Context: an optimization exercise on an open-source flow, tuned for small area, a short achievable clock period and few clock cycles per item. The choices shown serve that exercise and are no tape-out recipe.
RTL that was checked went through simulation tests only; none was proved equivalent to the original.
For run 1, only the layout was checked, not whether the RTL still works.
Power and IR drop assume default switching activity.

[flow/config.mk]
export PLATFORM = sky130hd
export DESIGN_NAME = Final_p
export DESIGN_NICKNAME = Final_p
export VERILOG_FILES = /design/flow/design.v
export SDC_FILE = /design/flow/constraint.sdc
export NUM_CORES = 4
export LEC_CHECK = 0
export CAP_MARGIN = 20
export CORE_MARGIN = 2
export CORE_UTILIZATION = 65
export CTS_BUF_LIST = sky130_fd_sc_hd__clkbuf_8
export CTS_CLUSTER_DIAMETER = 200
export CTS_CLUSTER_SIZE = 40
export PLACE_DENSITY = 0.8
export SETUP_SLACK_MARGIN = 1.2
export SLEW_MARGIN = 20
[flow/constraint.sdc]
create_clock -name core_clock -period 4.0 [get_ports {clk}]
set_input_delay 0.8000 -clock core_clock [delete_from_list [all_inputs] [get_ports {clk}]]
set_output_delay 0.8000 -clock core_clock [all_outputs]
set_load 0.01 [all_outputs]
[flow/design.v]
`timescale 1ns / 1ps
`default_nettype none
module Final_p(quotient, remainder, done, rowk, columnk, equal, clk, rst);
output [15:0] quotient, remainder;
output done;
input equal, clk, rst;
input [3:0] rowk, columnk;
function [4:0] add5;
	input [4:0] x;
	input [4:0] k;
	integer v;
	begin
		add5 = 5'd0;
		for (v = 0; v < 32; v = v + 1)
			if (x == v)
				add5 = v + k;
	end
endfunction
wire row_ok = (rowk == 4'd1) | (rowk == 4'd2) | (rowk == 4'd4) | (rowk == 4'd8);
wire col_ok = (columnk == 4'd1) | (columnk == 4'd2) | (columnk == 4'd4) | (columnk == 4'd8);
wire kv = row_ok & col_ok;
wire [3:0] d;
assign d[3] = rowk[3] | (rowk[2] & ~columnk[1]) | (rowk[1] & columnk[3]);
assign d[2] = rowk[3] | (rowk[1] & ~columnk[3]) | (rowk[0] & columnk[3]);
assign d[1] = ((rowk[3] | rowk[2]) & (columnk[3] | columnk[2])) |
              ((rowk[1] | rowk[0]) & (columnk[2] | columnk[1]));
assign d[0] = (rowk[3] & (columnk[3] | columnk[1])) | (rowk[2] & (columnk[3] | columnk[0])) |
              ((rowk[1] | rowk[0]) & (columnk[2] | columnk[0]));
reg prev_kv;
wire press = kv & ~prev_kv;
reg [2:0] cnt;		 
reg full;		 
reg [15:0] r;		 
reg [15:0] dv;		 
reg [15:0] q;		 
reg [4:0] p;		 
reg nz;			 
wire dnz = (d != 4'd0);
wire first = (cnt == 3'd4);
wire last = (cnt == 3'd7);
wire nzp = nz & ~first;					 
wire [3:0] nd = d[3] ? d : d[2] ? {d[2:0], 1'b0} : d[1] ? {d[1:0], 2'b0} : {d[0], 3'b0};
wire [4:0] pm1 = add5(p, 5'd31);
wire [4:0] pm2 = add5(p, 5'd30);
wire [4:0] pm3 = add5(p, 5'd29);
wire [4:0] pm4 = add5(p, 5'd28);
wire [4:0] pl = d[3] ? pm4 : d[2] ? pm3 : d[1] ? pm2 : pm1;
reg [4:0] pa;
always @(*) begin
	case ({cnt[1:0], d[3], d[2], d[1]})
		5'b00100, 5'b00101, 5'b00110, 5'b00111: pa = 5'd12;
		5'b00010, 5'b00011: pa = 5'd11;
		5'b00001: pa = 5'd10;
		5'b00000: pa = 5'd9;
		5'b01100, 5'b01101, 5'b01110, 5'b01111: pa = 5'd8;
		5'b01010, 5'b01011: pa = 5'd7;
		5'b01001: pa = 5'd6;
		5'b01000: pa = 5'd5;
		5'b10100, 5'b10101, 5'b10110, 5'b10111: pa = 5'd4;
		5'b10010, 5'b10011: pa = 5'd3;
		5'b10001: pa = 5'd2;
		5'b10000: pa = 5'd1;
		5'b11100, 5'b11101, 5'b11110, 5'b11111: pa = 5'd0;
		5'b11010, 5'b11011: pa = 5'd31;
		5'b11001: pa = 5'd30;
		default: pa = 5'd29;
	endcase
end
wire [3:0] val = nzp ? d : nd;
wire [6:0] t = {3'b000, val} << p[1:0];
wire [4:0] nib;				 
assign nib[0] = (p[4:2] == 3'b111);
assign nib[1] = (p[4:2] == 3'b000);
assign nib[2] = (p[4:2] == 3'b001);
assign nib[3] = (p[4:2] == 3'b010);
assign nib[4] = (p[4:2] == 3'b011);
wire [15:0] placed;
genvar gi;
generate
	for (gi = 0; gi < 16; gi = gi + 1) begin : pl_bits
		if (gi % 4 == 3) begin : hi
			assign placed[gi] = nib[gi / 4 + 1] & t[3];
		end
		else begin : lo
			assign placed[gi] = (nib[gi / 4 + 1] & t[gi % 4]) | (nib[gi / 4] & t[gi % 4 + 4]);
		end
	end
endgenerate
wire run = nz & ~((p[4:2] == 3'b011) | (p[4:2] == 3'b100) | (p[4:2] == 3'b101) | (p[4:2] == 3'b110));
wire step = full & run;
wire [16:0] diff = {1'b0, r} - {1'b0, dv};
wire ge;
cmp16 u_cmp(.a(r), .b(dv), .ge(ge));		 
assign done = equal & full & ~run;
assign quotient = q;
assign remainder = r;
always @(posedge clk or posedge rst) begin
	if (rst) begin
		prev_kv <= 1'b0;
		cnt <= 3'd0;
		full <= 1'b0;
	end
	else begin
		prev_kv <= kv;
		if (press) begin
			cnt <= {cnt[2] ^ (cnt[1] & cnt[0]), cnt[1] ^ cnt[0], ~cnt[0]};
			full <= last;
		end
	end
end
always @(posedge clk) begin
	if (press & ~cnt[2])
		r <= {r[11:0], d};
	else if (step & ge)
		r <= diff[15:0];
	if ((press & cnt[2]) | step)
		dv <= cnt[2] ? ((first ? 16'd0 : dv) | placed) : {1'b0, dv[15:1]};
	if ((press & last) | step)
		q <= cnt[2] ? {16{~(nzp | dnz)}} : {q[14:0], ge};
	if (press) begin
		if (~cnt[2]) begin
			if (cnt[1:0] == 2'd0)
				p <= dnz ? pa : 5'b11100;
			else if (~nz & dnz)
				p <= pa;
			nz <= (nz & (cnt[1:0] != 2'd0)) | dnz;
		end
		else begin
			nz <= nzp | dnz;
			if (nzp)
				p <= pm4;
			else if (dnz)
				p <= pl;
		end
	end
	else if (step)
		p <= pm1;
end
endmodule
module cmp16(a, b, ge);
input [15:0] a, b;
output ge;
wire [15:0] g0 = a & ~b;
wire [15:0] e0 = ~(a ^ b);
wire [7:0] g1, e1;
wire [3:0] g2, e2;
wire [1:0] g3, e3;
genvar i;
generate
	for (i = 0; i < 8; i = i + 1) begin : l1
		assign g1[i] = g0[2*i+1] | (e0[2*i+1] & g0[2*i]);
		assign e1[i] = e0[2*i+1] & e0[2*i];
	end
	for (i = 0; i < 4; i = i + 1) begin : l2
		assign g2[i] = g1[2*i+1] | (e1[2*i+1] & g1[2*i]);
		assign e2[i] = e1[2*i+1] & e1[2*i];
	end
	for (i = 0; i < 2; i = i + 1) begin : l3
		assign g3[i] = g2[2*i+1] | (e2[2*i+1] & g2[2*i]);
		assign e3[i] = e2[2*i+1] & e2[2*i];
	end
endgenerate
assign ge = g3[1] | (e3[1] & (g3[0] | e3[0]));
endmodule
`default_nettype wire
[flow/flow/run.sh]
#!/bin/bash
# Standard ORFS layout, with plain buffers on the ports and the resizer free to
# swap any cell for another of the same function.
set -u
bash standard.sh finish \
  'BUFFER_PORTS_ARGS=-buffer_cell sky130_fd_sc_hd__buf_1' \
  MATCH_CELL_FOOTPRINT=0 > standard.log 2>&1
[flow/standard.sh]
#!/bin/bash
# synth_recipe.tcl (not shown) runs the flow's synth.tcl, then flattens the netlist and writes it again
# the make line also repeats each setting of config.mk as NAME=value (left out here)
make -C /OpenROAD-flow-scripts/flow DESIGN_CONFIG=/design/flow/config.mk WORK_HOME=/design/flow/orfs CLKGATE_MAP_FILE= SYNTH_SCRIPT=/design/flow/synth_recipe.tcl "${@:-finish}"
==> key figures, run 1 <==
Place
  • Port Buf Inserts: 43
  • Post-DP Area: 5020 µm²
  • Placed insts: 688
  • RePlAce Congestion: 0.966
  • Detailed placement HPWL: 8700 µm

Power
  • P_leak: 2.06 nW
  • Final Power: 2.92 mW
  • VDD IR-drop max: 0.000634 V
  • Pwr dens: 545 nW/µm²

Global routing
  • First-pass GRT wire length: 20600 µm
  • Largest net degree at the start of global routing: 74
  • Initial antenna violation count: 0
  • Number of global-route vias before repair: 4241
  • GRT overflow: 0
  • Gr usage total: 0.307

Worst setup path
  • Crit path launch type: flop
  • Reg2Reg Launch Point: p[2]
  • CP startpoint: p[2]
  • Crit Path Max Fanout: 12
  • Reg2Reg Setup Slack: 1.32 ns
  • Critical path arrival: 1.98 ns
  • Reg2Reg Depth: 7
  • Critical path type: reg2out
  • CP required: 3.20 ns
  • Critical Path Max Stage Delay: 0.41 ns
  • CP delay by family, top: flip-flops
  • Reg-to-reg critical path endpoint: r[1]
  • Crit. End Element: output pin
  • Crit-path cells: inv_1 > ha_2 > or3_1 > a21oi_2 > a21oi_1 > buf_1
  • Worst-path cell with the longest stage delay: edfxtp_1
  • CP bufs+invs: 2

Die
  • Starting Density: 0.671
  • Die area: 8190 µm²
  • Die H: 90.5 µm
  • DIE WIDTH: ~91 µm
  • Core Area: 7250 µm²
  • I/O pins: 44
  • Row count: 31

Synth
  • Synth cell types: 69
  • Synth warnings: 1
  • Compound-Gate Fraction of Synth Area: 0.273
  • Synth Flop Type: edfxtp_1
  • Xor/xnor cell area share of the yosys netlist: 0.0126
  • Post-synthesis simple-gate area fraction: 0.188
  • Cell Area, Synth: 4860 µm²
  • Largest family of logic cells by synthesized area: compound AO/OA/AOI/OAI gates
  • Mux contribution to synthesized area: 0.0154
  • Syn nets: 621
  • Cells after Synth: 583
  • Adder-cell share of the synthesized area: 0.0710
  • Syn Area/Cell: 8.34 µm²
  • Post-synth EDFFs: 54
  • Synth async-reset ratio: 0.0847
  • Flops & latches, synth: 59
  • Seq/Total Area, Yosys: 0.359

Run status
  • Status: complete, no violations

Timing
  • Final period utilization: 0.694
  • # setup viols final: 0
  • Setup TNS: 0 ns
  • Headroom to the max-slew limit: 0.365
  • Setup Skew: 0.00950 ns
  • RSZ-0062 raised after global routing: true
  • Fin crit period: roughly 2.8 ns
  • Fin. max-slew vios: 0
  • Measured slew at the worst slew-check pin: around 0.95 ns
  • Final hold viol count: 0
  • Max Freq: between 300 and 400 MHz

Finish
  • Synth-to-Final Area Change: 10.1%
  • Share of post-route cells with drive strength above 1: 0.100
  • Cell area after layout: 5360 µm²
  • Nets: 640
  • Filler instances: about 600
  • Ant. Diodes: 0
  • Register area: 1750 µm²
  • Utilization after layout: 0.738
  • Commonest non-fill, non-tap cells in the layout: 65 x o21ai_0, 54 x edfxtp_1, 48 x inv_1, 48 x nor2_1, 48 x a21oi_1
  • Commonest non-fill, non-tap cell in the layout: o21ai_0
  • Footprint of the multi-input gates: approximately 2800 µm²
  • Cell Count, Final, Fillers Out: 706

Clock tree
  • Clock buffer depth: 2
  • CTS root buf: clkbuf_8
  • H-tree levels: 3
  • Total CTS buffers: 9
  • CTS tree: built
  • Hold_buf cts: 0
  • Reg clk slew, reported paths: around 0.070 ns
  • Clock latency on the worst-skew pair: 0.35 ns
  • # clock sinks: 59

Flow run
  • Max cap viols: 0

Routing
  • DRT antenna net count: 0
  • DR vias: 4677
  • Average wire per standard cell: 17.8 µm
  • DRC: 0
  • Vias per cell: 6.62
  • 1st-iter DRT viols: between 500 and 600
  • DRT Pass-1 Iters: 5
  • DRT Wirelength: 12600 µm

Min path
  • Worst min path class: in2async
## per-layer routing
metal,global-route usage,share of wire
met2,0.506,0.49
met4,0.112,0.028
met3,0.0467,0.064
met5,0,0
met1,0.413,0.42
## per-stage QoR
| stage | hold WS (ns) | worst slack (ns) |
|---|---|---|
| final | 0.325 | 1.22 |
| after global routing | 0.340 | 1.18 |
| after CTS | 0.325 | 1.10 |
| after detailed placement | 0.563 | 0.776 |
| after global placement | 0.551 | 0.921 |
| after floorplan | 0.528 | 1.24 |
## sequential cells by signal, indices dropped and copies added, names as in the netlist
register,count
cnt,3
nz,1
r,16
full,1
q,16
p,5
dv,16
prev_kv,1
## worst register-to-register path, cell delays in order (launching register included)
cell	delay, ns
edfxtp_1	0.41
inv_1	0.10
ha_2	0.26
or3_1	0.41
a21oi_2	0.22
nand3_1	0.39
o31ai_4	0.40
buf_12	0.19
## synthesized netlist by cell type (5+ instances only)
library cell  number  area (µm²)
o21ai_0           67         335
edfxtp_1          54        1620
a21oi_1           49         245
inv_1             48         180
nor2_1            48         180
nand2_1           46         173
ha_1              26         325
clkbuf_1          24        90.1
nand3_1           13        65.1
nand2b_1          11        68.8
buf_2             10        50.1
nor2b_1            9        56.3
nand4_1            8        50.1
o31ai_1            8        60.1
a21o_1             7        52.6
and3_1             7        43.8
o21ai_1            7        35.0
o22ai_1            7        43.8
or2_2              7        43.8
a211oi_1           6        45.0
a221oi_1           6        52.6
dfrtp_1            5         125
nor3_1             5        25.0
nor4b_1            5        43.8
o211ai_1           5        37.5
o21a_1             5        37.5
## worst max path at each step
stage               cells after the start  endpoint  slack [ns]
floorplan                               8      r[0]        1.24
global placement                        6    dv[14]        0.92
detailed placement                      7     dv[2]        0.78
CTS                                     5      done        1.10
global route                            7     dv[2]        1.18
finish                                  6      done        1.22
## where the power goes
group	switching [mW]	internal [mW]	leakage (nW)	total [mW]
Sequential	0.104	0.879	0.554	0.983
Combinational	0.814	0.498	1.39	1.31
Clock	0.270	0.355	0.114	0.625
## what timing repair did
action | CTS | global route
pin swaps | 1 | 1
endpoints found under the setup margin | 42 | 79
gates resized for setup | 5 | 16
cloned | 0 | 1
buffers inserted | 1 | 0
## area by class of cell
type	count	share of cell area
Clock inverter	7	0.0187
Clock buffer	9	0.0231
Timing Repair Buffer	51	0.0449
Inverter	49	0.0343
Multi-Input combinational cell	432	0.529
Tap cell	99	0.0231
Sequential cell	59	0.326
## logic make-up after synthesis
logic type	count (synthesis)
and+or+nand+nor	180
DFF	59
xor gates and xnor gates	7
adders and majority gates	27
buffers and inverters	93
muxes	6
AOI/OAI and AO/OA	211
==> inputs of run 2 (changes only) <==
--- a/flow/design.v
+++ b/flow/design.v
@@ -90,6 +90,5 @@
 wire step = full & run;
 wire [16:0] diff = {1'b0, r} - {1'b0, dv};
-wire ge;
-cmp16 u_cmp(.a(r), .b(dv), .ge(ge));		 
+wire ge = ~diff[16];
 assign done = equal & full & ~run;
 assign quotient = q;
@@ -138,28 +137,3 @@
 end
 endmodule
-module cmp16(a, b, ge);
-input [15:0] a, b;
-output ge;
-wire [15:0] g0 = a & ~b;
-wire [15:0] e0 = ~(a ^ b);
-wire [7:0] g1, e1;
-wire [3:0] g2, e2;
-wire [1:0] g3, e3;
-genvar i;
-generate
-	for (i = 0; i < 8; i = i + 1) begin : l1
-		assign g1[i] = g0[2*i+1] | (e0[2*i+1] & g0[2*i]);
-		assign e1[i] = e0[2*i+1] & e0[2*i];
-	end
-	for (i = 0; i < 4; i = i + 1) begin : l2
-		assign g2[i] = g1[2*i+1] | (e1[2*i+1] & g1[2*i]);
-		assign e2[i] = e1[2*i+1] & e1[2*i];
-	end
-	for (i = 0; i < 2; i = i + 1) begin : l3
-		assign g3[i] = g2[2*i+1] | (e2[2*i+1] & g2[2*i]);
-		assign e3[i] = e2[2*i+1] & e2[2*i];
-	end
-endgenerate
-assign ge = g3[1] | (e3[1] & (g3[0] | e3[0]));
-endmodule
 `default_nettype wire
==> flow/flow/run.sh (replaced) <==
#!/bin/bash
# The standard layout (standard.sh), with these make settings changed:
#  - plain sky130_fd_sc_hd__buf_1 cells as the port buffers (every port still gets one);
#  - MATCH_CELL_FOOTPRINT=0: the resizer may swap a cell for any other of the
#    same function;
#  - CTS_ARGS: clock tree synthesis without dummy loads.
# Synthesis is the standard one.  The full make output goes to standard.log.
set -u
bash standard.sh finish \
  'BUFFER_PORTS_ARGS=-buffer_cell sky130_fd_sc_hd__buf_1' \
  MATCH_CELL_FOOTPRINT=0 \
  'CTS_ARGS=-sink_clustering_enable -repair_clock_nets -dont_use_dummy_load -buf_list sky130_fd_sc_hd__clkbuf_8 -sink_clustering_size 40 -sink_clustering_max_diameter 200' > standard.log 2>&1
--- a/flow/config.mk
+++ b/flow/config.mk
@@ -9,7 +9,4 @@
 export CORE_MARGIN = 2
 export CORE_UTILIZATION = 65
-export CTS_BUF_LIST = sky130_fd_sc_hd__clkbuf_8
-export CTS_CLUSTER_DIAMETER = 200
-export CTS_CLUSTER_SIZE = 40
 export PLACE_DENSITY = 0.8
 export SETUP_SLACK_MARGIN = 1.2
==> run 2 against run 1 <==
Still clean on timing, DRC and antenna. Non-clock buffer count fell by 3. Core utilization down 2.9 points. Maximum frequency increased by 3.6%. Largest power group unchanged.
==> key figures, run 2 <==
Die
  • I/O pins: 44
  • Row count: 30
  • Die H: about 86 µm
  • Core Area: 6680 µm²
  • DIE WIDTH: around 86 µm
  • Die area: 7450 µm²
  • Starting Density: 0.660

Finish
  • Commonest non-fill, non-tap cell in the layout: o21ai_0
  • Nets: ~560
  • Ant. Diodes: 0
  • Filler instances: 531
  • Cell Count, Final, Fillers Out: 604
  • Synth-to-Final Area Change: 7.58%
  • Commonest non-fill, non-tap cells in the layout: 59 x o21ai_0, 54 x edfxtp_1, 51 x inv_1
  • Cell area after layout: 4740 µm²
  • Largest registers: dv x16, q x16, r x16
  • Utilization after layout: 0.710
  • Share of post-route cells with drive strength above 1: 0.0744

Routing
  • DRC: 0
  • DR top layer: met4
  • Average wire per standard cell: roughly 17 µm
  • DRT Pass-1 Iters: 5
  • 1st-iter DRT viols: around 360
  • DR vias: 3909
  • M1 WL: 4620 µm
  • Met3 Routed Length: roughly 790 µm
  • DRT antenna net count: 0
  • DRT Wirelength: 10600 µm
  • Met2 WL: slightly below 5000 µm
  • Vias per cell: 6.47

Synth
  • Synth warnings: 1
  • Most frequent cells after synthesis: 62 x o21ai_0, 54 x edfxtp_1, 51 x a21oi_1, 51 x inv_1, 39 x nand2_1
  • Most common cell in the netlist: o21ai_0
  • Synth top area cells: edfxtp_1 37%, ha_1 7.1%, o21ai_0 7.0%
  • Cell Area, Synth: 4410 µm²
  • Flops & latches, synth: 59
  • Post-synth top area share: 0.368
  • Synth cell types: between 60 and 70
  • Cells after Synth: around 500
  • Seq/Total Area, Yosys: 0.396
  • Syn nets: 532
  • Post-synth EDFFs: 54
  • Synth Flop Type: edfxtp_1
  • Cell taking the most area after synthesis: edfxtp_1
  • Syn Area/Cell: 8.90 µm²
  • Synth async-reset ratio: 0.0847

Clock tree
  • # clock sinks: between 50 and 60
  • CTS root buf: clkbuf_8
  • H-tree levels: 3
  • Hold_buf cts: 0
  • Reg clk slew, reported paths: 0.06 ns
  • Clock latency on the worst-skew pair: about 0.34 ns
  • Total CTS buffers: 9
  • CTS tree: built
  • Clock buffer depth: 2

Place
  • Dpl ws: 0.839 ns
  • Port Buf Inserts: 43
  • Post-DP Area: 4560 µm²
  • Detailed placement HPWL: 7620 µm
  • RePlAce Congestion: 0.970
  • Placed insts: approximately 590

Timing
  • Headroom to the max-slew limit: 0.501
  • Measured slew at the worst slew-check pin: 0.748 ns
  • Final WS setup: 1.32 ns
  • Fin. max-slew vios: 0
  • Hold Slack: 0.334 ns
  • Setup TNS: 0 ns
  • Final hold viol count: 0
  • RSZ-0062 raised after global routing: false
  • Final period utilization: 0.671
  • # setup viols final: 0
  • Setup Skew: 0.0171 ns
  • Fin crit period: ~2.7 ns
  • Max Freq: about 370 MHz

Min path
  • Worst min path class: in2async

Worst setup path
  • Reg-to-reg critical path endpoint: r[0]
  • Reg2Reg Launch Point: r[9]
  • Reg2Reg Setup Slack: 1.32 ns
  • Reg2Reg Depth: 9
  • Crit Path Max Fanout: 16
  • Critical path arrival: 2.78 ns
  • Critical path type: reg2reg
  • CP required: 4.10 ns
  • Crit. End Element: flop
  • Crit path launch type: flop

Global routing
  • Number of global-route vias before repair: approximately 3500
  • Largest net degree at the start of global routing: 26
  • Gr usage total: 0.290
  • GRT overflow: 0
  • First-pass GRT wire length: 16800 µm
  • Initial antenna violation count: 0

Run status
  • Status: complete, no violations

Flow run
  • Max cap viols: 0

Power
  • Final Power: roughly 2.6 mW
  • P_leak: 1.85 nW
  • VDD IR-drop max: 0.000303 V
  • Pwr dens: 551 nW/µm²
## run 2: worst max-delay path by stage
stage                     from    to  slack [ns]  cells past startpoint
finish                    r[9]  r[0]        1.32                      9
global route              r[9]  r[0]        1.11                      9
CTS                      dv[0]  r[0]        1.23                     10
detailed placement       dv[0]  r[3]        0.84                      9
global placement    columnk[3]  r[1]        1.02                      6
floorplan           columnk[3]  q[0]        1.24                      8
## run 2: area by class of cell
| cell class | count | area, µm² | share of cell area |
|---|---|---|---|
| timing repair buffer | 48 | 211 | 0.0446 |
| clock buffer | 9 | 124 | 0.0261 |
| multi-input combinational | 357 | 2370 | 0.499 |
| inverter | 51 | 191 | 0.0404 |
| tap | 80 | 100 | 0.0211 |
| sequential | 59 | 1750 | 0.368 |
## run 2: repair_timing
item                                    CTS  global route
buffers inserted                          1             1
endpoints found under the setup margin   16            46
pin swaps                                 1             2
gates resized for setup                   2            10
## run 2: per-layer routing
metal,vias up,global-route usage
li1,1890,-
met3,29,0.0705
met1,1805,0.405
met2,185,0.441
met5,-,0
met4,0,0.105
## run 2: kinds of logic (layout without fill, tap and decap cells)
kind of cell,after synthesis,after routing,share of synthesized area
mux,5,5,0.0114
compound gates,191,191,0.271
simple gates,120,120,0.139
fa+ha+maj,26,26,0.0755
buf+inv,79,108,0.0764
xor+xnor,15,15,0.0298
flops,59,59,0.396
## run 2: critical path: stages, from the launching register on
cell and delay (ns):
edfxtp_1 0.43, ha_1 0.39, a21oi_1 0.19, o21ai_0 0.14
a211o_1 0.31, o22ai_1 0.29, o21ai_2 0.13, a31oi_2 0.28
o21ai_4 0.09, buf_12 0.17
## run 2: power breakdown
part | leakage (nW) | internal [mW] | switching, mW
combinational | 1.23 | 0.456 | 0.758
clock | 0.0647 | 0.200 | 0.212
sequential | 0.556 | 0.885 | 0.103
total | 1.85 | 1.54 | 1.07
Testbench counts of run 2, summed over its fixed seeds: cycles 9,363, divisions 1,600.
==> inputs of run 3 (changes only) <==
--- a/flow/config.mk
+++ b/flow/config.mk
@@ -10,4 +10,4 @@
 export CORE_UTILIZATION = 65
 export PLACE_DENSITY = 0.8
-export SETUP_SLACK_MARGIN = 1.2
+export SETUP_SLACK_MARGIN = 1.4
 export SLEW_MARGIN = 20
==> run 3 against run 2 <==
Worst hold slack worse by 0.0021 ns. Still clean on timing, DRC and antenna. Cell count is 3.0% higher. Sequential power is 0.8% higher. Non-clock buffer count is 17 higher. Critical path depth is 1 higher. Via count is 4.9% higher. Clock skew is 0.0052 ns lower. Largest cell class unchanged. Design area is 7.0% higher. First-iteration DRC count is 32% higher. Core utilization is 4.9 points higher.
==> key figures, run 3 <==
Clock tree
  • CTS tree: built
  • Clock buffer depth: 2
  • H-tree levels: 3
  • Clock latency on the worst-skew pair: 0.34 ns
  • CTS root buf: clkbuf_8
  • Total CTS buffers: 9
  • # clock sinks: 59
  • Hold_buf cts: 0
  • Reg clk slew, reported paths: 0.06 ns

Worst setup path
  • Crit Path Max Fanout: 8
  • Reg2Reg Launch Point: r[1]
  • Reg-to-reg critical path endpoint: r[10]
  • Crit path launch type: flop
  • CP required: approximately 4.1 ns
  • Crit. End Element: flop
  • Reg2Reg Setup Slack: between 1 and 1.5 ns
  • Reg2Reg Depth: 10
  • Critical path type: reg2reg
  • Critical path arrival: 2.80 ns

Routing
  • DR vias: 4101
  • DRT Pass-1 Iters: 5
  • DRC: 0
  • Met2 WL: between 5000 and 6000 µm
  • DRT Wirelength: about 12000 µm
  • DRT antenna net count: 0
  • 1st-iter DRT viols: roughly 470
  • Vias per cell: 6.59
  • Average wire per standard cell: 18.9 µm
  • DR top layer: met4
  • Met3 Routed Length: 890 µm
  • M1 WL: 5110 µm

Global routing
  • Number of global-route vias before repair: 3639
  • First-pass GRT wire length: 17800 µm
  • Gr usage total: 0.304
  • Largest net degree at the start of global routing: 25
  • Initial antenna violation count: 0
  • GRT overflow: 0

Synth
  • Cells after Synth: ~500
  • Synth cell types: 66
  • Seq/Total Area, Yosys: 0.396
  • Syn Area/Cell: 8.90 µm²
  • Flops & latches, synth: 59
  • Most frequent cells after synthesis: 62 x o21ai_0, 54 x edfxtp_1, 51 x a21oi_1, 51 x inv_1, 39 x nand2_1
  • Post-synth EDFFs: 54
  • Cell taking the most area after synthesis: edfxtp_1
  • Synth async-reset ratio: 0.0847
  • Synth Flop Type: edfxtp_1
  • Syn nets: 532
  • Most common cell in the netlist: o21ai_0
  • Synth top area cells: edfxtp_1 37%, ha_1 7.1%, o21ai_0 7.0%
  • Post-synth top area share: 0.368
  • Cell Area, Synth: 4410 µm²
  • Synth warnings: 1

Timing
  • Measured slew at the worst slew-check pin: 0.777 ns
  • Final hold viol count: 0
  • Setup TNS: 0 ns
  • Fin. max-slew vios: 0
  • RSZ-0062 raised after global routing: true
  • Final period utilization: 0.685
  • # setup viols final: 0
  • Max Freq: 365 MHz
  • Hold Slack: 0.332 ns
  • Headroom to the max-slew limit: 0.482
  • Setup Skew: around 0.012 ns
  • Fin crit period: roughly 2.7 ns

Power
  • VDD IR-drop max: 0.000327 V
  • Sequential share of power: 0.356
  • Pwr dens: 551 nW/µm²
  • Clock power share: 0.148
  • Switch share: 0.416
  • Combinational Power Share: 0.495
  • Int Pwr: 1.63 mW
  • Psw: between 1 and 1.5 mW
  • P_leak: 1.98 nW

Finish
  • Largest registers: dv x16, q x16, r x16
  • Commonest non-fill, non-tap cells in the layout: 59 x o21ai_0, 54 x edfxtp_1, 49 x inv_1
  • Filler instances: 486
  • Register area: approximately 1700 µm²
  • Nets: 581
  • Share of post-route cells with drive strength above 1: 0.157
  • Commonest non-fill, non-tap cell in the layout: o21ai_0
  • Footprint of the multi-input gates: 2540 µm²
  • Utilization after layout: 0.759
  • Synth-to-Final Area Change: 15.1%
  • Ant. Diodes: 0

Min path
  • Worst min path class: in2async

Die
  • Starting Density: 0.660
  • Core Area: 6680 µm²
  • Die H: 86.3 µm
  • I/O pins: 44
  • DIE WIDTH: 86.3 µm
  • Die area: 7450 µm²
  • Row count: 30

Place
  • Port Buf Inserts: 43
  • RePlAce Congestion: about 0.95
  • Detailed placement HPWL: 7820 µm

Flow run
  • Max cap viols: 0

Run status
  • Status: complete, no violations
-- run 3: cell counts after synthesis --
Identical to the previous run, type by type.
-- run 3: power by group through the flow --
stage	logic (mW)	registers (mW)	clock network, mW
2_1_floorplan	0.902	0.975	0
3_3_place_gp	1.13	0.999	0
3_5_place_dp	1.17	1.00	0
4_1_cts	1.23	0.990	0.416
5_1_grt	1.50	1.01	0.438
6_report	1.38	0.996	0.414
-- run 3: cell type report --
class | instances | area share
inverters | 51 | 0.0377
flip-flops and latches | 59 | 0.344
well taps | 80 | 0.0197
repair buffers | 65 | 0.0718
clock buffers | 9 | 0.0244
multi-input cells | 358 | 0.502
-- run 3: what timing repair did --
item                                    CTS  global route
gates cloned                              1             1
buffers inserted                          6            10
gates resized for setup                  11            35
pin swaps                                 3            10
endpoints found under the setup margin   38            43
endpoints found under the hold margin     0             0
-- run 3: worst max-delay path: stages (launching register included) --
cell       delay, ns
edfxtp_1        0.48
inv_1           0.13
fa_2            0.43
nor2b_4         0.17
o2111ai_4       0.14
a21oi_2         0.18
o22ai_2         0.10
o21ai_2         0.24
a31oi_4         0.14
o21ai_4         0.23
clkbuf_16       0.21
-- run 3: metrics by stage --
stage	area (µm²)	cells	total power [mW]	setup slack, ns
after global placement	4580	595	2.13	1.05
after detailed placement	4580	595	2.17	0.966
final	5070	622	2.79	1.26
after global routing	5070	622	2.95	1.16
after CTS	4830	611	2.64	1.40
after floorplan	4430	495	1.88	1.41
-- run 3: kinds of logic after synthesis --
family | after synthesis | synth area share
mux | 5 | 0.0114
compound gates | 191 | 0.271
buf+inv | 79 | 0.0764
xor+xnor | 15 | 0.0298
fa+ha+maj | 26 | 0.0755
simple gates | 120 | 0.139
flops | 59 | 0.396
-- run 3: how the worst max path moves through the flow --
stage                     from     to  cells after the start
floorplan           columnk[3]   q[0]                      8
global placement    columnk[3]   r[3]                      6
detailed placement  columnk[3]   r[3]                      6
CTS                       r[0]  r[13]                     11
global route              r[1]  r[10]                     10
finish                    r[1]  r[10]                     10
-- run 3: layer usage --
layer | global-route usage | vias up
met3 | 0.0533 | 30
met2 | 0.469 | 251
li1 | - | 1919
met5 | 0 | -
met1 | 0.428 | 1901
met4 | 0.122 | 0
==> inputs of run 4 (changes only) <==
--- a/flow/config.mk
+++ b/flow/config.mk
@@ -10,4 +10,4 @@
 export CORE_UTILIZATION = 65
 export PLACE_DENSITY = 0.8
-export SETUP_SLACK_MARGIN = 1.4
+export SETUP_SLACK_MARGIN = 1.1
 export SLEW_MARGIN = 20
==> run 4 against run 3 <==
Still clean. Register-to-register slack got worse by 0.03 ns. Worst setup slack got worse by 0.033 ns. Worst hold slack improved by 0.0015 ns. Maximum frequency fell by 1.2%. Non-clock buffer count fell by 14.
==> key figures, run 4 <==
Run status
  • Status: complete, no violations

Synth
  • Cell taking the most area after synthesis: edfxtp_1
  • Synth cell types: 66
  • Cells after Synth: 495
  • Synth top area cells: edfxtp_1 37%, ha_1 7.1%, o21ai_0 7.0%
  • Synth warnings: 1
  • Syn nets: 532
  • Synth async-reset ratio: 0.0847
  • Most frequent cells after synthesis: 62 x o21ai_0, 54 x edfxtp_1, 51 x a21oi_1, 51 x inv_1, 39 x nand2_1
  • Cell Area, Synth: 4410 µm²
  • Most common cell in the netlist: o21ai_0
  • Post-synth EDFFs: 54
  • Seq/Total Area, Yosys: 0.396
  • Post-synth top area share: 0.368
  • Synth Flop Type: edfxtp_1
  • Syn Area/Cell: 8.90 µm²
  • Flops & latches, synth: roughly 60

Worst setup path
  • Crit Path Max Fanout: 8
  • CP startpoint: r[0]
  • Reg2Reg Launch Point: r[0]
  • Crit. End Element: flop
  • Critical path arrival: around 2.8 ns
  • Crit path launch type: flop
  • CP required: 4.07 ns
  • Critical path type: reg2reg

Clock tree
  • Clock latency on the worst-skew pair: ~0.34 ns
  • Clock buffer depth: 2
  • CTS root buf: clkbuf_8
  • CTS tree: built
  • # clock sinks: 59
  • Total CTS buffers: 9
  • Reg clk slew, reported paths: around 0.060 ns
  • H-tree levels: 3
  • Hold_buf cts: 0

Finish
  • Synth-to-Final Area Change: 8.18%
  • Commonest non-fill, non-tap cells in the layout: 60 x o21ai_0, 54 x edfxtp_1, 51 x inv_1
  • Nets: roughly 570
  • Commonest non-fill, non-tap cell in the layout: o21ai_0
  • Largest registers: dv x16, q x16, r x16
  • Share of post-route cells with drive strength above 1: 0.0740
  • Ant. Diodes: 0
  • Cell area after layout: 4770 µm²

Global routing
  • Gr usage total: 0.303
  • First-pass GRT wire length: 17800 µm
  • Number of global-route vias before repair: 3588
  • GRT overflow: 0
  • Initial antenna violation count: 0
  • Largest net degree at the start of global routing: 24

Timing
  • Fin crit period: 2.77 ns
  • Setup TNS: 0 ns
  • Final hold viol count: 0
  • Final period utilization: 0.694
  • Setup Skew: approximately 0.018 ns
  • # setup viols final: 0
  • Measured slew at the worst slew-check pin: 0.715 ns
  • RSZ-0062 raised after global routing: false
  • Headroom to the max-slew limit: 0.522
  • Fin. max-slew vios: 0
  • Max Freq: 360 MHz
  • Final WS setup: 1.23 ns

Routing
  • DRT Wirelength: around 11000 µm
  • DRC: 0
  • DR vias: 4045
  • 1st-iter DRT viols: 454
  • Vias per cell: 6.66
  • DRT Pass-1 Iters: 5
  • DRT antenna net count: 0
  • Average wire per standard cell: 18.1 µm

Die
  • Die H: between 80 and 90 µm
  • Starting Density: 0.660
  • Row count: 30
  • Die area: 7450 µm²
  • I/O pins: 44
  • DIE WIDTH: 86.3 µm
  • Core Area: 6680 µm²

Power
  • VDD IR-drop max: 0.000278 V
  • Psw: 1.09 mW
  • Int Pwr: 1.55 mW
  • Clock power share: 0.155
  • Pwr dens: roughly 550 nW/µm²
  • P_leak: 1.88 nW
  • Combinational Power Share: 0.469
  • Switch share: 0.412
  • Final Power: 2.64 mW
  • Sequential share of power: 0.376

Flow run
  • Max cap viols: 0

Place
  • Dpl ws: 0.955 ns
  • RePlAce Congestion: about 0.96
  • Detailed placement HPWL: between 7000 and 8000 µm
  • Port Buf Inserts: 43
  • Post-DP Area: 4570 µm²

Min path
  • Worst min path class: in2async
[run 4: area by class of cell]
cell class	count	area, µm²
Clock buffer	9	124
Inverter	51	191
Fill cell	553	1910
Tap cell	80	100
Timing Repair Buffer	51	246
Sequential cell	59	1750
Multi-Input combinational cell	357	2360
[run 4: cell families after synthesis]
kind of cell | after synthesis | synth area share
xor+xnor | 15 | 0.0298
simple gates | 120 | 0.139
fa+ha+maj | 26 | 0.0755
buf+inv | 79 | 0.0764
mux | 5 | 0.0114
compound gates | 191 | 0.271
flops | 59 | 0.396
[run 4: path summary, 6_finish.rpt]
check,endpoint,slack (ns),depth (start not counted)
worst max register to register,r[0],1.23,11
worst max-delay path,r[0],1.23,11
worst min-delay path,cnt[1],0.33,2
worst min register to register,full,0.58,2
min in group core_clock,full,0.58,2
max in group asynchronous,full,3.47,2
[run 4: worst max-delay path, stage by stage, from the launching register on]
cell and delay (ns):
edfxtp_1 0.36, inv_1 0.06, ha_1 0.22, fa_2 0.37
nor2b_2 0.16, o2111ai_2 0.17, a21oi_2 0.22, o22ai_2 0.11
o21ai_2 0.19, a31oi_2 0.15, o21ai_2 0.26, clkbuf_16 0.22
[run 4: per-stage QoR]
step           utilization  hold WS (ns)  instances
2_1_floorplan            -         0.528        495
4_1_cts              0.704         0.340        605
6_report             0.713         0.333        607
5_1_grt              0.713         0.350        607
3_5_place_dp         0.684         0.559        596
3_3_place_gp         0.684         0.555        596
[run 4: layer usage]
layer	vias to the layer above	track usage	wire length, µm
met2	231	0.470	4940
met1	1897	0.425	4890
li1	1884	-	-
met3	33	0.0619	870
met5	-	0	0
met4	0	0.102	281
[run 4: what timing repair did]
action | 4_1_cts | 5_1_grt
setup endpoints to repair | 16 | 16
buffers inserted | 0 | 1
cloned | 0 | 1
gates resized for setup | 3 | 7
pin swaps | 0 | 3
[run 4: power by group through the flow]
stage / clock [mW] / combinational [mW] / sequential (mW)
after floorplan: 0 / 0.893 / 0.975
after global placement: 0 / 1.14 / 1.00
after detailed placement: 0 / 1.17 / 1.00
after CTS: 0.407 / 1.18 / 0.992
after global routing: 0.439 / 1.37 / 1.01
final: 0.409 / 1.24 / 0.995
==> inputs of run 5 (changes only) <==
--- a/flow/config.mk
+++ b/flow/config.mk
@@ -8,6 +8,6 @@
 export CAP_MARGIN = 20
 export CORE_MARGIN = 2
-export CORE_UTILIZATION = 65
-export PLACE_DENSITY = 0.8
-export SETUP_SLACK_MARGIN = 1.1
+export CORE_UTILIZATION = 70
+export PLACE_DENSITY = 0.85
+export SETUP_SLACK_MARGIN = 1.2
 export SLEW_MARGIN = 20
==> run 5 against run 4 <==
Critical path depth decreased by 1. Critical path type unchanged. Combinational power about the same. Global-route usage increased by 1.8 points. Synthesized cell count unchanged. Cell count decreased by 0.82%. Area after synthesis unchanged. Highest routed layer unchanged. Non-clock buffer count unchanged. Design area about the same. Still clean. Critical endpoint is now r[2]. Power increased by 0.23%. Largest cell class unchanged.
==> key figures, run 5 <==
Run status
  • Status: complete, no violations

Clock tree
  • CTS root buf: clkbuf_8
  • Clock buffer depth: 2
  • # clock sinks: 59
  • Hold_buf cts: 0
  • Total CTS buffers: 9
  • Clock latency on the worst-skew pair: 0.34 ns
  • H-tree levels: 3
  • CTS tree: built
  • Reg clk slew, reported paths: 0.07 ns

Finish
  • Ant. Diodes: 0
  • Commonest non-fill, non-tap cells in the layout: 60 x o21ai_0, 54 x edfxtp_1, 51 x inv_1
  • Utilization after layout: 0.795
  • Nets: 566
  • Filler instances: a little over 400
  • Cell Count, Final, Fillers Out: 602
  • Share of post-route cells with drive strength above 1: 0.0816
  • Synth-to-Final Area Change: 8.12%
  • Largest registers: dv x16, q x16, r x16
  • Commonest non-fill, non-tap cell in the layout: o21ai_0

Die
  • Row count: 28
  • I/O pins: 44
  • Starting Density: 0.736
  • Die H: roughly 83 µm
  • DIE WIDTH: ~83 µm
  • Die area: a little under 7000 µm²
  • Core Area: 5990 µm²

Power
  • Clock power share: 0.155
  • Switch share: 0.413
  • Pwr dens: 556 nW/µm²
  • Psw: 1.09 mW
  • P_leak: 1.87 nW
  • Sequential share of power: 0.378
  • Combinational Power Share: 0.467
  • Int Pwr: 1.56 mW
  • VDD IR-drop max: approximately 0.00035 V

Timing
  • Fin. max-slew vios: 0
  • Final period utilization: 0.668
  • Final hold viol count: 0
  • RSZ-0062 raised after global routing: false
  • Setup Skew: 0.0128 ns
  • # setup viols final: 0
  • Max Freq: 374 MHz
  • Fin crit period: 2.67 ns
  • Headroom to the max-slew limit: 0.532
  • Measured slew at the worst slew-check pin: roughly 0.7 ns
  • Setup TNS: 0 ns

Synth
  • Flops & latches, synth: 59
  • Synth async-reset ratio: 0.0847
  • Most common cell in the netlist: o21ai_0
  • Most frequent cells after synthesis: 62 x o21ai_0, 54 x edfxtp_1, 51 x a21oi_1, 51 x inv_1, 39 x nand2_1
  • Syn nets: 532
  • Synth Flop Type: edfxtp_1
  • Cell Area, Synth: 4410 µm²
  • Post-synth top area share: 0.368
  • Synth warnings: 1
  • Synth top area cells: edfxtp_1 37%, ha_1 7.1%, o21ai_0 7.0%
  • Cells after Synth: roughly 500
  • Cell taking the most area after synthesis: edfxtp_1
  • Syn Area/Cell: 8.90 µm²
  • Synth cell types: 66
  • Post-synth EDFFs: 54
  • Seq/Total Area, Yosys: 0.396

Routing
  • DRT Wirelength: 11000 µm
  • DR vias: 4072
  • DRC: 0
  • 1st-iter DRT viols: 501
  • Vias per cell: 6.76
  • Average wire per standard cell: approximately 18 µm
  • DRT antenna net count: 0
  • DRT Pass-1 Iters: 8

Worst setup path
  • Critical path arrival: about 2.7 ns
  • Crit Path Max Fanout: 16
  • Crit path launch type: flop
  • Critical path type: reg2reg
  • Crit. End Element: flop
  • CP required: 4.04 ns

Min path
  • Worst min path class: in2async

Global routing
  • GRT overflow: 0
  • First-pass GRT wire length: approximately 18000 µm
  • Initial antenna violation count: 0
  • Gr usage total: 0.321
  • Largest net degree at the start of global routing: 28
  • Number of global-route vias before repair: approximately 3700

Place
  • Detailed placement HPWL: between 7000 and 8000 µm
  • Port Buf Inserts: 43
  • RePlAce Congestion: 0.909
  • Placed insts: 590

Flow run
  • Max cap viols: 0
-- run 5: path summary, 6_finish.rpt --
path                       startpoint      to  slack [ns]  cells after the start
hold reg to reg                  full    full        0.59                      2
setup reg to reg                dv[0]    r[2]        1.33                     10
hold / removal                    rst  cnt[1]        0.33                      2
setup / recovery                dv[0]    r[2]        1.33                     10
min in group core_clock          full    full        0.59                      2
max in group asynchronous         rst  cnt[2]        3.45                      2
-- run 5: cell type report --
cell class                      instances  area, µm²  share of cell area
Timing Repair Buffer                   51        234              0.0491
Clock buffer                            9        124              0.0260
Tap cell                               75       93.8              0.0197
Multi-Input combinational cell        357       2370               0.498
Sequential cell                        59       1750               0.367
Inverter                               51        191              0.0402
-- run 5: worst max-delay path, stage by stage, from the launching register on --
cell       delay, ns
edfxtp_1        0.41
ha_1            0.24
fa_2            0.37
nor2b_2         0.17
o2111ai_2       0.16
a21oi_2         0.21
o22ai_2         0.10
o21ai_1         0.20
a31oi_2         0.16
o21ai_4         0.17
buf_12          0.18
-- run 5: per-layer routing --
layer,global-route usage,routed length (µm),up-vias
li1,-,-,1899
met1,0.450,4560,1877
met2,0.507,5120,251
met3,0.0616,1060,45
met4,0.0999,283,0
met5,0,0,-
-- run 5: through the flow --
stage | cell area, µm² | power (mW) | hold WS [ns] | setup WS [ns]
after detailed placement | 4570 | 2.17 | 0.580 | 0.860
after global routing | 4760 | 2.81 | 0.370 | 1.18
final | 4760 | 2.65 | 0.328 | 1.33
after floorplan | 4420 | 1.87 | 0.528 | 1.24
after global placement | 4570 | 2.12 | 0.571 | 1.01
after CTS | 4720 | 2.59 | 0.342 | 1.21
-- run 5: repair_timing --
item,in CTS,in global routing
buffers inserted,2,1
pin swaps,3,2
resized for setup,1,11
setup endpoints to repair,16,47
-- run 5: power groups by stage --
stage | Combinational (mW) | Sequential (mW) | Clock, mW
2_1_floorplan | 0.896 | 0.975 | 0
3_3_place_gp | 1.12 | 1.00 | 0
3_5_place_dp | 1.16 | 1.01 | 0
4_1_cts | 1.18 | 0.995 | 0.410
5_1_grt | 1.36 | 1.02 | 0.432
6_report | 1.24 | 1.00 | 0.412
-- run 5: cells by family (layout without fill, tap and decap cells) --
kind of cell | Yosys count | count (layout) | synth area share
buf+inv | 79 | 111 | 0.0764
compound gates | 191 | 191 | 0.271
flops | 59 | 59 | 0.396
fa+ha+maj | 26 | 26 | 0.0755
xor+xnor | 15 | 15 | 0.0298
simple gates | 120 | 120 | 0.139
mux | 5 | 5 | 0.0114
==> inputs of run 6 (changes only) <==
--- a/flow/design.v
+++ b/flow/design.v
@@ -6,15 +6,4 @@
 input equal, clk, rst;
 input [3:0] rowk, columnk;
-function [4:0] add5;
-	input [4:0] x;
-	input [4:0] k;
-	integer v;
-	begin
-		add5 = 5'd0;
-		for (v = 0; v < 32; v = v + 1)
-			if (x == v)
-				add5 = v + k;
-	end
-endfunction
 wire row_ok = (rowk == 4'd1) | (rowk == 4'd2) | (rowk == 4'd4) | (rowk == 4'd8);
 wire col_ok = (columnk == 4'd1) | (columnk == 4'd2) | (columnk == 4'd4) | (columnk == 4'd8);
@@ -41,9 +30,6 @@
 wire nzp = nz & ~first;					 
 wire [3:0] nd = d[3] ? d : d[2] ? {d[2:0], 1'b0} : d[1] ? {d[1:0], 2'b0} : {d[0], 3'b0};
-wire [4:0] pm1 = add5(p, 5'd31);
-wire [4:0] pm2 = add5(p, 5'd30);
-wire [4:0] pm3 = add5(p, 5'd29);
-wire [4:0] pm4 = add5(p, 5'd28);
-wire [4:0] pl = d[3] ? pm4 : d[2] ? pm3 : d[1] ? pm2 : pm1;
+wire [2:0] pdec = ~cnt[2] ? 3'd1 : (nzp | d[3]) ? 3'd4 : d[2] ? 3'd3 : d[1] ? 3'd2 : 3'd1;
+wire [4:0] pn = p - {2'b00, pdec};
 reg [4:0] pa;
 always @(*) begin
@@ -127,12 +113,10 @@
 		else begin
 			nz <= nzp | dnz;
-			if (nzp)
-				p <= pm4;
-			else if (dnz)
-				p <= pl;
+			if (nzp | dnz)
+				p <= pn;
 		end
 	end
 	else if (step)
-		p <= pm1;
+		p <= pn;
 end
 endmodule
--- a/flow/config.mk
+++ b/flow/config.mk
@@ -8,6 +8,6 @@
 export CAP_MARGIN = 20
 export CORE_MARGIN = 2
-export CORE_UTILIZATION = 70
-export PLACE_DENSITY = 0.85
-export SETUP_SLACK_MARGIN = 1.2
+export CORE_UTILIZATION = 65
+export PLACE_DENSITY = 0.8
+export SETUP_SLACK_MARGIN = 1.3
 export SLEW_MARGIN = 20
==> run 6 against run 5 <==
Synthesized cell count is 8.3% lower. Design area is 1.1% lower. Critical path depth is 1 higher. Sequential share of layout area is 0.36 points higher. Combinational power is 17% lower. Via count is 9.9% lower. Worst hold slack worse by 0.017 ns. Critical endpoint is now r[14].
==> key figures, run 6 <==
Power
  • Switch share: 0.379
  • Int Pwr: between 1 and 1.5 mW
  • Combinational Power Share: 0.440
  • Clock power share: 0.175
  • Psw: 0.889 mW
  • VDD IR-drop max: 0.000336 V
  • Final Power: 2.35 mW
  • Pwr dens: 497 nW/µm²
  • P_leak: roughly 1.9 nW
  • Sequential share of power: 0.385

Routing
  • Average wire per standard cell: 17.3 µm
  • DR vias: about 3700
  • 1st-iter DRT viols: a little over 300
  • Vias per cell: around 6.4
  • DRT Pass-1 Iters: 5
  • DRT Wirelength: 9970 µm
  • DRT antenna net count: 0
  • DRC: 0

Finish
  • Largest registers: dv x16, q x16, r x16
  • Ant. Diodes: 0
  • Commonest non-fill, non-tap cell in the layout: edfxtp_1
  • Share of post-route cells with drive strength above 1: 0.122
  • Commonest non-fill, non-tap cells in the layout: 54 x edfxtp_1, 48 x o21ai_0, 43 x inv_1
  • Cell area after layout: 4710 µm²
  • Filler instances: 458
  • Nets: 539
  • Register area: 1750 µm²
  • Synth-to-Final Area Change: 13.3%
  • Footprint of the multi-input gates: 2290 µm²

Worst setup path
  • Crit path launch type: flop
  • Crit. End Element: flop
  • CP required: ~4 ns
  • Crit-path cells: inv_2 > ha_2 > fa_2 > nor2b_2 > o31a_1 > o41ai_4 > o221ai_2 > a21o_1 > buf_4 > xnor2_1 > o21ai_0
  • Critical path type: reg2reg
  • Crit Path Max Fanout: 3
  • Worst-path cell with the longest stage delay: o41ai_4
  • CP delay by family, top: compound AO/OA/AOI/OAI gates
  • Critical path arrival: 2.76 ns
  • CP bufs+invs: 2
  • Critical Path Max Stage Delay: roughly 0.44 ns

Clock tree
  • CTS root buf: clkbuf_8
  • H-tree levels: 3
  • Clock buffer depth: 2
  • Reg clk slew, reported paths: 0.08 ns
  • # clock sinks: slightly below 60
  • Total CTS buffers: 9
  • Clock latency on the worst-skew pair: about 0.34 ns
  • CTS tree: built
  • Hold_buf cts: 0

Global routing
  • Number of global-route vias before repair: 3317
  • Gr usage total: 0.283
  • Largest net degree at the start of global routing: 62
  • Initial antenna violation count: 0
  • GRT overflow: 0
  • M1 GR Usage: 0.413
  • GR peak layer: met2
  • Global routing usage on met3: 0.0524
  • Global routing usage on met2: 0.444
  • First-pass GRT wire length: ~16000 µm

Synth
  • Cells after Synth: 454
  • Synth Flop Type: edfxtp_1
  • Cell taking the most area after synthesis: edfxtp_1
  • Most common cell in the netlist: edfxtp_1
  • Post-synth top area share: 0.390
  • Synth warnings: 1
  • Syn nets: ~500
  • Synth async-reset ratio: 0.0847
  • Synth cell types: 64
  • Cell Area, Synth: approximately 4200 µm²
  • Most frequent cells after synthesis: 54 x edfxtp_1, 49 x o21ai_0, 45 x inv_1, 40 x nand2_1, 33 x a21oi_1
  • Synth top area cells: edfxtp_1 39%, ha_1 7.5%, o21ai_0 5.9%
  • Syn Area/Cell: just over 9 µm²
  • Post-synth EDFFs: 54
  • Seq/Total Area, Yosys: 0.420
  • Flops & latches, synth: 59

Die
  • Row count: 29
  • Die area: 7060 µm²
  • Die H: about 84 µm
  • I/O pins: 44
  • Starting Density: 0.663
  • Core Area: 6280 µm²
  • DIE WIDTH: 84 µm

Timing
  • Setup Skew: between 0.02 and 0.025 ns
  • Measured slew at the worst slew-check pin: 0.724 ns
  • Max Freq: roughly 370 MHz
  • Setup TNS: 0 ns
  • Final hold viol count: 0
  • RSZ-0062 raised after global routing: true
  • Fin crit period: 2.69 ns
  • Headroom to the max-slew limit: 0.517
  • Final period utilization: 0.671
  • # setup viols final: 0
  • Fin. max-slew vios: 0

Place
  • Post-DP Area: 4410 µm²
  • RePlAce Congestion: 0.936
  • Detailed placement HPWL: 6840 µm
  • Port Buf Inserts: 43

Min path
  • Worst min path class: in2async

Flow run
  • Max cap viols: 0

Run status
  • Status: complete, no violations
run 6: cell count changes after synthesis, sizes merged, moves of 5 or more:
cell / delta
buf: -6
inv: -6
a221oi: -12
a21oi: -17
or3: +5
o21ai: -18
nor3: +7
run 6: repair_timing:
item / 4_1_cts / 5_1_grt
pin swaps: 3 / 6
buffers inserted: 3 / 7
resized for setup: 5 / 18
endpoints found under the setup margin: 19 / 56
run 6: cells by family (layout without fill, tap and decap cells):
family / Yosys count / count (layout) / synth area share
muxes: 3 / 3 / 0.00752
buffers and inverters: 67 / 112 / 0.0650
AOI/OAI and AO/OA: 152 / 152 / 0.236
adders and majority gates: 27 / 27 / 0.0848
xor gates and xnor gates: 18 / 18 / 0.0379
DFF: 59 / 59 / 0.420
and+or+nand+nor: 128 / 128 / 0.149
run 6: layer usage:
layer,part of all wire,vias up
li1,-,1750
met1,0.44,1728
met2,0.47,170
met3,0.072,19
met4,0.012,0
met5,0,-
run 6: worst register-to-register path: stages (launching register included):
cell and delay [ns]:
edfxtp_1 0.40, inv_2 0.09, ha_2 0.21, fa_2 0.23, nor2b_2 0.05, o31a_1 0.29
o41ai_4 0.45, o221ai_2 0.16, a21o_1 0.20, buf_4 0.14, xnor2_1 0.13, o21ai_0 0.09
run 6: final timing paths:
path / endpoint / cells past startpoint / start / slack [ns]
min in group core_clock: cnt[0] / 2 / cnt[0] / 0.58
max in group asynchronous: cnt[2] / 2 / rst / 3.51
worst max-delay path: r[14] / 11 / r[0] / 1.31
worst max register to register: r[14] / 11 / r[0] / 1.31
worst min-delay path: full / 2 / rst / 0.31
worst min register to register: cnt[0] / 2 / cnt[0] / 0.58
run 6: through the flow:
| step | cells | util | hold slack (ns) | worst slack (ns) |
|---|---|---|---|---|
| 3_5_place_dp | 557 | 0.703 | 0.569 | 0.866 |
| 3_3_place_gp | 557 | 0.703 | 0.563 | 0.925 |
| 6_report | 576 | 0.751 | 0.311 | 1.31 |
| 2_1_floorplan | 454 | - | 0.525 | 1.31 |
| 4_1_cts | 569 | 0.732 | 0.319 | 1.30 |
| 5_1_grt | 576 | 0.751 | 0.325 | 1.25 |
run 6: cell type report:
cell class	count	share of cell area
inverters	46	0.0366
multi-input cells	328	0.485
flip-flops and latches	59	0.370
clock buffers	9	0.0263
well taps	77	0.0204
repair buffers	57	0.0608
run 6: power by group through the flow:
| stage | Clock [mW] | Combinational, mW | Sequential, mW |
|---|---|---|---|
| final | 0.410 | 1.03 | 0.904 |
| after detailed placement | 0 | 0.920 | 0.918 |
| after floorplan | 0 | 0.717 | 0.910 |
| after global routing | 0.441 | 1.15 | 0.913 |
| after CTS | 0.410 | 0.954 | 0.906 |
| after global placement | 0 | 0.889 | 0.914 |
Testbench counts of run 6, summed over its fixed seeds: cycles 9,363, divisions 1,600.
==> inputs of run 7 (changes only) <==
--- a/flow/config.mk
+++ b/flow/config.mk
@@ -12,2 +12,3 @@
 export SETUP_SLACK_MARGIN = 1.3
 export SLEW_MARGIN = 20
+export TNS_END_PERCENT = 10
==> run 7 against run 6 <==
Global-route usage rose by 0.072 points. Count of clock-buffer cells in the layout stayed put. Worst setup slack improved by 0.045 ns. Wire length is 1.6% lower. Combinational power barely moved. Maximum frequency up 1.7%. Area after synthesis unchanged. Register-to-register slack better by 0.05 ns. Non-clock buffer count rose by 2. First-iteration DRC count rose by 1.9%. Worst hold slack improved by 0.018 ns.
==> key figures, run 7 <==
Run status
  • Status: complete, no violations

Worst setup path
  • CP delay by family, top: compound AO/OA/AOI/OAI gates
  • Reg2Reg Launch Point: r[2]
  • Critical Path Max Stage Delay: between 0.4 and 0.5 ns
  • Worst-path cell with the longest stage delay: edfxtp_1
  • CP startpoint: r[2]
  • Reg-to-reg critical path endpoint: r[0]
  • Reg2Reg Setup Slack: ~1.4 ns
  • Crit-path cells: ha_4 > nor2b_2 > o31a_1 > o41ai_4 > o221ai_2 > a21o_1 > nand2_2 > a21oi_4 > buf_12
  • Crit path launch type: flop
  • CP bufs+invs: 1
  • Critical path type: reg2reg
  • Crit. End Element: flop
  • CP required: 4.08 ns
  • Reg2Reg Depth: 9
  • Crit Path Max Fanout: 16
  • Critical path arrival: 2.72 ns

Flow run
  • Max cap viols: 0

Synth
  • Cells after Synth: 454
  • Synth cell types: 64
  • Synth top area cells: edfxtp_1 39%, ha_1 7.5%, o21ai_0 5.9%
  • Most common cell in the netlist: edfxtp_1
  • Synth warnings: 1
  • Post-synth top area share: 0.390
  • Synth Flop Type: edfxtp_1
  • Cell taking the most area after synthesis: edfxtp_1
  • Seq/Total Area, Yosys: 0.420
  • Synth async-reset ratio: 0.0847
  • Flops & latches, synth: 59
  • Most frequent cells after synthesis: 54 x edfxtp_1, 49 x o21ai_0, 45 x inv_1, 40 x nand2_1, 33 x a21oi_1
  • Syn nets: just under 500
  • Post-synth EDFFs: 54
  • Cell Area, Synth: 4160 µm²
  • Syn Area/Cell: 9.16 µm²

Die
  • I/O pins: 44
  • Die area: 7060 µm²
  • Row count: 29
  • Die H: 84 µm
  • DIE WIDTH: around 84 µm
  • Starting Density: 0.663
  • Core Area: 6280 µm²

Timing
  • # setup viols final: 0
  • Setup TNS: 0 ns
  • Setup Skew: 0.0209 ns
  • Final WS setup: 1.36 ns
  • RSZ-0062 raised after global routing: true
  • Fin. max-slew vios: 0
  • Headroom to the max-slew limit: 0.519
  • Measured slew at the worst slew-check pin: 0.720 ns
  • Fin crit period: 2.64 ns
  • Final hold viol count: 0
  • Max Freq: 379 MHz
  • Final period utilization: 0.660

Power
  • Clock power share: 0.172
  • Pwr dens: 496 nW/µm²
  • Sequential share of power: 0.397
  • VDD IR-drop max: approximately 0.00029 V
  • P_leak: 1.89 nW
  • Psw: 0.881 mW
  • Int Pwr: roughly 1.5 mW
  • Final Power: 2.35 mW
  • Combinational Power Share: 0.430
  • Switch share: 0.375

Place
  • Detailed placement HPWL: roughly 7000 µm
  • RePlAce Congestion: 0.924
  • Dpl ws: 0.686 ns
  • Port Buf Inserts: 43

Global routing
  • Gr usage total: 0.284
  • GRT overflow: 0
  • Largest net degree at the start of global routing: 43
  • Initial antenna violation count: 0
  • Number of global-route vias before repair: 3335
  • First-pass GRT wire length: 16000 µm

Clock tree
  • Clock buffer depth: 2
  • H-tree levels: 3
  • Reg clk slew, reported paths: approximately 0.06 ns
  • CTS root buf: clkbuf_8
  • Clock latency on the worst-skew pair: 0.34 ns
  • Hold_buf cts: 0
  • # clock sinks: 59
  • CTS tree: built
  • Total CTS buffers: 9

Routing
  • DR vias: 3637
  • DRT Wirelength: between 9000 and 10000 µm
  • 1st-iter DRT viols: 314
  • Average wire per standard cell: 17.0 µm
  • DRT antenna net count: 0
  • DRC: 0
  • DRT Pass-1 Iters: 5
  • Vias per cell: ~6.3

Finish
  • Filler instances: between 400 and 500
  • Largest registers: dv x16, q x16, r x16
  • Commonest non-fill, non-tap cell in the layout: edfxtp_1
  • Nets: roughly 540
  • Commonest non-fill, non-tap cells in the layout: 54 x edfxtp_1, 48 x o21ai_0, 42 x inv_1
  • Synth-to-Final Area Change: 13.7%
  • Share of post-route cells with drive strength above 1: 0.126
  • Footprint of the multi-input gates: 2290 µm²
  • Ant. Diodes: 0
  • Register area: 1750 µm²

Min path
  • Worst min path class: in2async
run 7: cell counts after synthesis:
Identical to the previous run, type by type.
run 7: worst max-delay path by stage:
stage            to  cells after the start  slack (ns)
2_1_floorplan  r[0]                     10        1.28
3_3_place_gp   r[2]                      9        0.74
3_5_place_dp   r[0]                      9        0.69
4_1_cts        p[4]                     12        1.30
5_1_grt        p[4]                     10        1.23
6_report       r[0]                      9        1.36
run 7: cells by family after synthesis:
kind of cell	after synthesis	synth area share
flip-flops	59	0.420
adder cells (fa/ha/maj)	27	0.0848
buffers and inverters	67	0.0650
AO/OA/AOI/OAI	152	0.236
XOR/XNOR	18	0.0379
multiplexers	3	0.00752
AND/OR/NAND/NOR	128	0.149
run 7: timing repair:
| action | in CTS | in global routing |
|---|---|---|
| pin swaps | 3 | 9 |
| gates resized for setup | 5 | 21 |
| endpoints found under the setup margin | 19 | 49 |
| setup buffers | 3 | 9 |
| endpoints found under the hold margin | 0 | 0 |
run 7: area by class of cell:
cell class,instances,share of cell area
clock buffer,9,0.0262
inverter,46,0.0365
multi-input combinational,328,0.483
sequential,59,0.370
tap,77,0.0204
timing repair buffer,59,0.0638
run 7: per-layer routing:
layer / vias up / GRT usage / wire length (µm)
met5: - / 0 / 0
met4: 0 / 0.117 / 155
li1: 1749 / - / -
met2: 158 / 0.438 / 4590
met3: 19 / 0.0465 / 661
met1: 1711 / 0.401 / 4410
run 7: power groups by stage:
stage / Sequential, mW / Clock [mW] / Combinational [mW]
after CTS: 0.928 / 0.411 / 0.932
after global placement: 0.936 / 0 / 0.873
final: 0.933 / 0.404 / 1.01
after detailed placement: 0.939 / 0 / 0.901
after global routing: 0.944 / 0.437 / 1.12
after floorplan: 0.907 / 0 / 0.715
run 7: metrics by stage:
stage	utilization	instance area [µm²]	hold WS, ns	instances
final	0.753	4730	0.330	578
after global routing	0.753	4730	0.330	578
after CTS	0.730	4580	0.322	569
after detailed placement	0.701	4400	0.570	557
after global placement	0.701	4400	0.556	557
after floorplan	-	4210	0.525	454
==> inputs of run 8 (changes only) <==
--- a/flow/config.mk
+++ b/flow/config.mk
@@ -10,5 +10,4 @@
 export CORE_UTILIZATION = 65
 export PLACE_DENSITY = 0.8
-export SETUP_SLACK_MARGIN = 1.3
+export SETUP_SLACK_MARGIN = 1.2
 export SLEW_MARGIN = 20
-export TNS_END_PERCENT = 10
==> run 8 against run 7 <==
Still clean on timing, DRC and antenna. Register-to-register slack got worse by 0.08 ns. Count of clock-buffer cells in the layout stayed put. Sequential cell count stayed put. Critical path type unchanged. Largest power group unchanged. Highest routed layer unchanged.
==> key figures, run 8 <==
Power
  • P_leak: approximately 1.8 nW
  • Pwr dens: 504 nW/µm²
  • Final Power: 2.33 mW
  • VDD IR-drop max: 0.000291 V

Routing
  • DR top layer: met4
  • Met3 Routed Length: 816 µm
  • DRT antenna net count: 0
  • DRT Pass-1 Iters: 5
  • Met2 WL: 4640 µm
  • DR vias: around 3600
  • Average wire per standard cell: 17.3 µm
  • DRT Wirelength: 9890 µm
  • 1st-iter DRT viols: 329
  • M1 WL: around 4300 µm
  • DRC: 0
  • Vias per cell: approximately 6.3

Synth
  • Syn Area/Cell: between 9 and 10 µm²
  • Cells after Synth: approximately 450
  • Most common cell in the netlist: edfxtp_1
  • Post-synth EDFFs: between 50 and 60
  • Syn nets: around 500
  • Most frequent cells after synthesis: 54 x edfxtp_1, 49 x o21ai_0, 45 x inv_1, 40 x nand2_1, 33 x a21oi_1
  • Flops & latches, synth: 59
  • Cell taking the most area after synthesis: edfxtp_1
  • Synth Flop Type: edfxtp_1
  • Synth cell types: 64
  • Seq/Total Area, Yosys: 0.420
  • Synth top area cells: edfxtp_1 39%, ha_1 7.5%, o21ai_0 5.9%
  • Synth warnings: 1
  • Post-synth top area share: 0.390
  • Synth async-reset ratio: 0.0847
  • Cell Area, Synth: 4160 µm²

Clock tree
  • Clock buffer depth: 2
  • CTS root buf: clkbuf_8
  • H-tree levels: 3
  • Clock latency on the worst-skew pair: 0.35 ns
  • Hold_buf cts: 0
  • Total CTS buffers: 9
  • # clock sinks: 59
  • CTS tree: built
  • Reg clk slew, reported paths: 0.06 ns

Worst setup path
  • Reg2Reg Launch Point: dv[2]
  • Critical Path Max Stage Delay: 0.45 ns
  • Crit Path Max Fanout: 16
  • Reg2Reg Setup Slack: 1.28 ns
  • Reg2Reg Depth: 10
  • Critical path arrival: approximately 2.8 ns
  • Critical path type: reg2reg
  • Crit path launch type: flop
  • Crit. End Element: flop
  • Reg-to-reg critical path endpoint: r[3]
  • Worst-path cell with the longest stage delay: o41ai_4
  • CP required: ~4 ns
  • Crit-path cells: inv_1 > ha_4 > nor2b_2 > o31a_1 > o41ai_4 > o221ai_1 > a21o_1 > nand2_2 > a21oi_4 > buf_12

Finish
  • Share of post-route cells with drive strength above 1: 0.0887
  • Commonest non-fill, non-tap cells in the layout: 54 x edfxtp_1, 48 x o21ai_0, 44 x inv_1
  • Nets: between 500 and 600
  • Synth-to-Final Area Change: 11.1%
  • Footprint of the multi-input gates: around 2200 µm²
  • Commonest non-fill, non-tap cell in the layout: edfxtp_1
  • Filler instances: roughly 480
  • Ant. Diodes: 0
  • Register area: 1750 µm²
  • Largest registers: dv x16, q x16, r x16

Timing
  • Final period utilization: 0.680
  • Fin. max-slew vios: 0
  • Measured slew at the worst slew-check pin: 0.760 ns
  • Setup TNS: 0 ns
  • Final hold viol count: 0
  • RSZ-0062 raised after global routing: true
  • Setup Skew: between 0.02 and 0.025 ns
  • Max Freq: 368 MHz
  • # setup viols final: 0
  • Hold Slack: 0.320 ns
  • Headroom to the max-slew limit: 0.492
  • Fin crit period: 2.72 ns

Die
  • I/O pins: 44
  • Row count: 29
  • Starting Density: 0.663
  • Core Area: 6280 µm²
  • Die H: 84 µm
  • Die area: 7060 µm²
  • DIE WIDTH: 84 µm

Place
  • RePlAce Congestion: 0.977
  • Detailed placement HPWL: 7100 µm
  • Port Buf Inserts: 43

Flow run
  • Max cap viols: 0

Global routing
  • Number of global-route vias before repair: 3428
  • First-pass GRT wire length: 16100 µm
  • Initial antenna violation count: 0
  • Gr usage total: 0.289
  • Largest net degree at the start of global routing: 62
  • GRT overflow: 0

Run status
  • Status: complete, no violations

Min path
  • Worst min path class: in2async
run 8: cell counts after synthesis:
Identical to the previous run, type by type.
run 8: logic make-up (layout without fill, tap and decap cells):
logic type	count (synthesis)	count (layout)	share of synthesized area
DFF	59	59	0.420
AOI/OAI and AO/OA	152	152	0.236
xor gates and xnor gates	18	18	0.0379
and+or+nand+nor	128	128	0.149
adders and majority gates	27	27	0.0848
muxes	3	3	0.00752
buffers and inverters	67	109	0.0650
run 8: through the flow:
step / area (µm²) / setup WS (ns) / util / std cells
floorplan: 4170 / 1.20 / - / 454
global placement: 4360 / 0.865 / 0.695 / 557
detailed placement: 4360 / 0.761 / 0.695 / 557
CTS: 4530 / 1.23 / 0.722 / 567
global route: 4620 / 1.18 / 0.736 / 573
finish: 4620 / 1.28 / 0.736 / 573
run 8: timing repair:
item                       in CTS  in global routing
setup buffers                   1                  6
setup endpoints to repair      17                 36
pin swaps                       1                  6
resized for setup               5                 10
cloned                          0                  0
run 8: final cells by class:
cell class | instances | share of cell area
flip-flops and latches | 59 | 0.378
multi-input cells | 328 | 0.481
well taps | 77 | 0.0208
repair buffers | 54 | 0.0566
clock buffers | 9 | 0.0268
inverters | 46 | 0.0374
run 8: how the worst max path moves through the flow:
| stage | start | endpoint | slack, ns | cells past startpoint |
|---|---|---|---|---|
| CTS | cnt[0] | p[4] | 1.23 | 12 |
| floorplan | rowk[3] | p[4] | 1.20 | 10 |
| finish | dv[2] | r[3] | 1.28 | 10 |
| global placement | columnk[3] | r[0] | 0.87 | 9 |
| detailed placement | columnk[3] | r[0] | 0.76 | 9 |
| global route | rowk[1] | p[4] | 1.18 | 11 |
run 8: worst max-delay path: cells and delay by family (launching register included):
family                   cells  cell delay (ns)
AO/OA/AOI/OAI                5             1.27
adder cells (fa/ha/maj)      1             0.24
buffers and inverters        2             0.33
flip-flops                   1             0.37
AND/OR/NAND/NOR              2             0.27
run 8: where the power goes:
group / switching [mW] / internal (mW)
Clock: 0.218 / 0.200
Sequential: 0.0720 / 0.837
Combinational: 0.604 / 0.399
Total: 0.894 / 1.44
run 8: per-layer routing:
layer,track usage,vias to the layer above
met4,0.0938,0
met1,0.392,1682
met2,0.463,186
li1,-,1735
met5,0,-
met3,0.0633,21

static timing again, ports no longer ideal:
No port has a modelled driver above. Below, the same layouts with a new extraction and two added sets of constraints. Step 1, drivers: a clkbuf_16 drives clk and a buf_2 each remaining input, both assumed. Step 2, shift: input delay + t, output delay - t, t = (earliest + latest rising clock arrival at the registers) / 2. This alone moves slack from input paths to output paths. Three values: ideal, step 1, step 2; two values: the first two.
run | t (ns) | setup slack, ns
run 1 | 0.379 | 1.222 / 1.190 / 0.946
run 2 | 0.363 | 1.318 / 1.318 / 0.996
run 3 | 0.364 | 1.258 / 1.258 / 0.983
run 4 | 0.369 | 1.225 / 1.225 / 0.990
run 5 | 0.368 | 1.328 / 1.301 / 0.971
run 6 | 0.361 | 1.315 / 1.315 / 1.062
run 7 | 0.360 | 1.360 / 1.360 / 1.027
run 8 | 0.367 | 1.281 / 1.281 / 0.936
After both steps every run listed still meets setup and hold.
